This design comes from an exercise in tuning for small area, a short achievable clock period and few clock cycles on the open sky130 flow, not from production work. In this exercise RTL edits were held to simulation tests only and were not proved equivalent to the original. No activity file was given, so power comes from the tool's default toggle rates.

Setup of red:
// trimuldiv
module trimuldiv (
	input wire clk,
	input wire rst,
	input wire mul_start,
	input wire div_start,
	input wire [17:0] lhs,
	input wire [17:0] rhs,
	output wire mul_done,
	output wire [17:0] mul_res,
	output wire signed [1:0] mul_sf,
	output wire div_done,
	output wire div_by0,
	output wire [17:0] div_quo,
	output wire signed [1:0] div_quo_sf,
	output wire [17:0] div_rem,
	output wire signed [1:0] div_rem_sf
);
function tp_(input [1:0] t); tp_ = t[0] & !t[1]; endfunction
function tn_(input [1:0] t); tn_ = t[1]; endfunction
function tz_(input [1:0] t); tz_ = !t[0]; endfunction
function [3:0] tfa(input [1:0] a, input [1:0] b, input cp, input ge);
	reg w2, w1, w0, wm1, wm2, c1, c0, cm, sp, sn, cpo, geo;
	begin
		w2 = tp_(a) & tp_(b);
		wm2 = tn_(a) & tn_(b);
		w1 = (tp_(a) & tz_(b)) | (tz_(a) & tp_(b));
		wm1 = (tn_(a) & tz_(b)) | (tz_(a) & tn_(b));
		w0 = !(w2 | wm2 | w1 | wm1);
		c1 = cp;
		c0 = ge & !cp;
		cm = !ge;
		sp = (w1 & c0) | (w0 & c1) | (w2 & cm) | (wm2 & c0) | (wm1 & cm);
		sn = (wm1 & c0) | (w0 & cm) | (wm2 & c1) | (w2 & c0) | (w1 & c1);
		cpo = (w2 & ge) | (w1 & cp);
		geo = !((wm2 & !cp) | (wm1 & !ge));
		tfa = {cpo, geo, sn, sp | sn};
	end
endfunction
integer i;
reg [17:0] R;
reg [17:0] Q;
reg [17:0] D;
reg [3:0] cnt;
reg busy;
reg isdiv;
reg dm, dd;
reg dz;		 
reg first;	 
reg [1:0] S;	 
reg ng;		 
reg [1:0] QS;	 
reg [1:0] MS;	 
wire [1:0] qtop = Q[17:16];
wire tp = isdiv & tp_(qtop);
wire tn = isdiv & tn_(qtop);
wire [17:0] R1 = {R[15:0], tn, tp | tn};
wire [17:0] Q1 = {Q[15:0], 2'b00};
wire s_pos = tp_(S);
wire s_neg = tn_(S);
reg [8:0] q1p, q1n;
always @* begin
	for (i = 0; i < 9; i = i + 1) begin
		q1p[i] = tp_(Q1[2*i+:2]);
		q1n[i] = tn_(Q1[2*i+:2]);
	end
end
reg [8:0] dp, dn;
always @* begin
	for (i = 0; i < 9; i = i + 1) begin
		dp[i] = tp_(D[2*i+:2]);
		dn[i] = tn_(D[2*i+:2]);
	end
end
wire d_pos, d_neg;
trisign sgn_d(.p(dp), .n(dn), .pos(d_pos), .neg(d_neg));
wire q1_pos, q1_neg;
trisign sgn_q1(.p(q1p), .n(q1n), .pos(q1_pos), .neg(q1_neg));
reg [17:0] N;
always @* begin
	for (i = 0; i < 9; i = i + 1)
		N[2*i+:2] = {D[2*i+1] ^ (ng & D[2*i]), D[2*i]};
end
reg [17:0] L;
reg cp, ge;
reg [3:0] fa;
always @* begin
	cp = 0;
	ge = 1;
	for (i = 0; i < 9; i = i + 1) begin
		fa = tfa(R1[2*i+:2], N[2*i+:2], cp, ge);
		L[2*i+:2] = fa[1:0];
		cp = fa[3];
		ge = fa[2];
	end
end
reg [8:0] lp, ln, wp, wn;
always @* begin
  ...
Size in the first run: ~71 flip-flops, roughly 100 I/O pins.
==> flow/config.mk <==
export PLATFORM = sky130hd
export DESIGN_NAME = trimuldiv
export DESIGN_NICKNAME = trimuldiv
export VERILOG_FILES = /design/flow/design.v
export SDC_FILE = /design/flow/constraint.sdc
export NUM_CORES = 4
export LEC_CHECK = 0
export ABC_AREA = 1
export CAP_MARGIN = 20
export CORE_MARGIN = 2
export CORE_UTILIZATION = 65
export SLEW_MARGIN = 20
==> flow/constraint.sdc <==
create_clock -name core_clock -period 17.0 [get_ports {clk}]
set_input_delay 3.4000 -clock core_clock [delete_from_list [all_inputs] [get_ports {clk}]]
set_output_delay 3.4000 -clock core_clock [all_outputs]
set_load 0.01 [all_outputs]
standard.sh (not shown) runs the stock make flow with config.mk's settings and CLKGATE_MAP_FILE= SYNTH_SCRIPT=/design/flow/synth_recipe.tcl, a recipe that flattens the netlist after the stock synthesis.
==> flow/flow/run.sh <==
#!/bin/bash
# Standard layout with a small buffer on every port; the timing repairs aim
# for extra setup slack on the worst paths; a smaller clock tree without
# dummy loads; after global placement, stronger output buffers and
# stronger flip-flops driving them.
set -euo pipefail
HERE=$(pwd)
export BUFFER_PORTS_ARGS="-buffer_cell sky130_fd_sc_hd__buf_1"
export SETUP_SLACK_MARGIN=12.75
export TNS_END_PERCENT=0
export CTS_ARGS="-sink_clustering_enable -repair_clock_nets -dont_use_dummy_load -sink_clustering_size 30 -buf_list sky130_fd_sc_hd__clkbuf_8"
export POST_GLOBAL_PLACE_TCL=$HERE/flow/upsize_out.tcl
bash standard.sh > standard.log 2>&1
==> flow/flow/upsize_out.tcl <==
# Output ports: a stronger port buffer, and a stronger flip-flop driving it.
proc my_upsize_outputs {} {
  set nb 0
  set nf 0
  set block [ord::get_db_block]
  foreach bt [$block getBTerms] {
    if {[$bt getIoType] != "OUTPUT"} { continue }
    set net [$bt getNet]
    foreach it [$net getITerms] {
      if {![$it isOutputSignal]} { continue }
      set inst [$it getInst]
      if {[[$inst getMaster] getName] == "sky130_fd_sc_hd__buf_1"} {
        replace_cell [get_cells [$inst getName]] sky130_fd_sc_hd__buf_2
        incr nb
      }
      foreach it2 [$inst getITerms] {
        if {![$it2 isInputSignal]} { continue }
        set n2 [$it2 getNet]
        if {$n2 == "NULL"} { continue }
        foreach it3 [$n2 getITerms] {
          if {![$it3 isOutputSignal]} { continue }
          set i3 [$it3 getInst]
          if {[regexp {^sky130_fd_sc_hd__dfxtp_1$} [[$i3 getMaster] getName]]} {
            replace_cell [get_cells [$i3 getName]] sky130_fd_sc_hd__dfxtp_4
            incr nf
          }
        }
      }
    }
  }
  puts "my_upsize_outputs: $nb buffers, $nf flip-flops"
}
my_upsize_outputs
red finished every step from synthesis to the final layout, and the layout passed the timing, design-rule and antenna checks.
Testbench counts of red, summed over its fixed seeds: cycles 27,762.
Here is what was changed in the inputs of blue compared with red.
==> flow/flow/run.sh <==
#!/bin/bash
# Standard layout with a small buffer on every port; the timing repairs aim
# for extra setup slack on the worst paths; a smaller clock tree without
# dummy loads.
set -euo pipefail
export BUFFER_PORTS_ARGS="-buffer_cell sky130_fd_sc_hd__buf_1"
export SETUP_SLACK_MARGIN=12.6
export TNS_END_PERCENT=0
export CTS_ARGS="-sink_clustering_enable -repair_clock_nets -dont_use_dummy_load -sink_clustering_size 30 -buf_list sky130_fd_sc_hd__clkbuf_8"
bash standard.sh > standard.log 2>&1
removed: flow/flow/upsize_out.tcl
### Flow results
Against red, blue reports a relative contribution of sequential cells to total power that is higher. [blue vs red] number of vias per cell: lower in blue. Clock power across blue and red: no real change. Relative to red, sequential portion of the cell area has decreased by 0.41 points in blue. blue reports its highest-delay cell along the critical path as sky130_fd_sc_hd__dfxtp_1 while red reports sky130_fd_sc_hd__dfxtp_4. From red to blue the numbers moved as follows: post-route total power shrank by about 8%; worst hold slack after final layout held steady. Cmp blue and red / design internal power / lower: blue.

==> separate check: timing with driven ports <==
No port has a modelled driver above. Below, the same layouts with a new extraction and two added sets of constraints.
Step 1 assumes that a clkbuf_16 drives the clock port and a buf_2 every other input.
Step 2 times the ports against the registers' clock, not the clock port: input delays grow and output delays shrink by t, the midpoint of the rising clock arrivals with the driver on.
Slacks: ideal / step 1 / step 2; pairs: ideal / step 1.
run | t, ns | setup WS [ns] | worst data-port slew with drivers (ns)
red | 0.373 | 12.709 / 12.676 / 12.911 | 0.04
blue | 0.368 | 12.567 / 12.534 / 12.803 | 0.04
After both steps setup and hold are still met in every run listed.
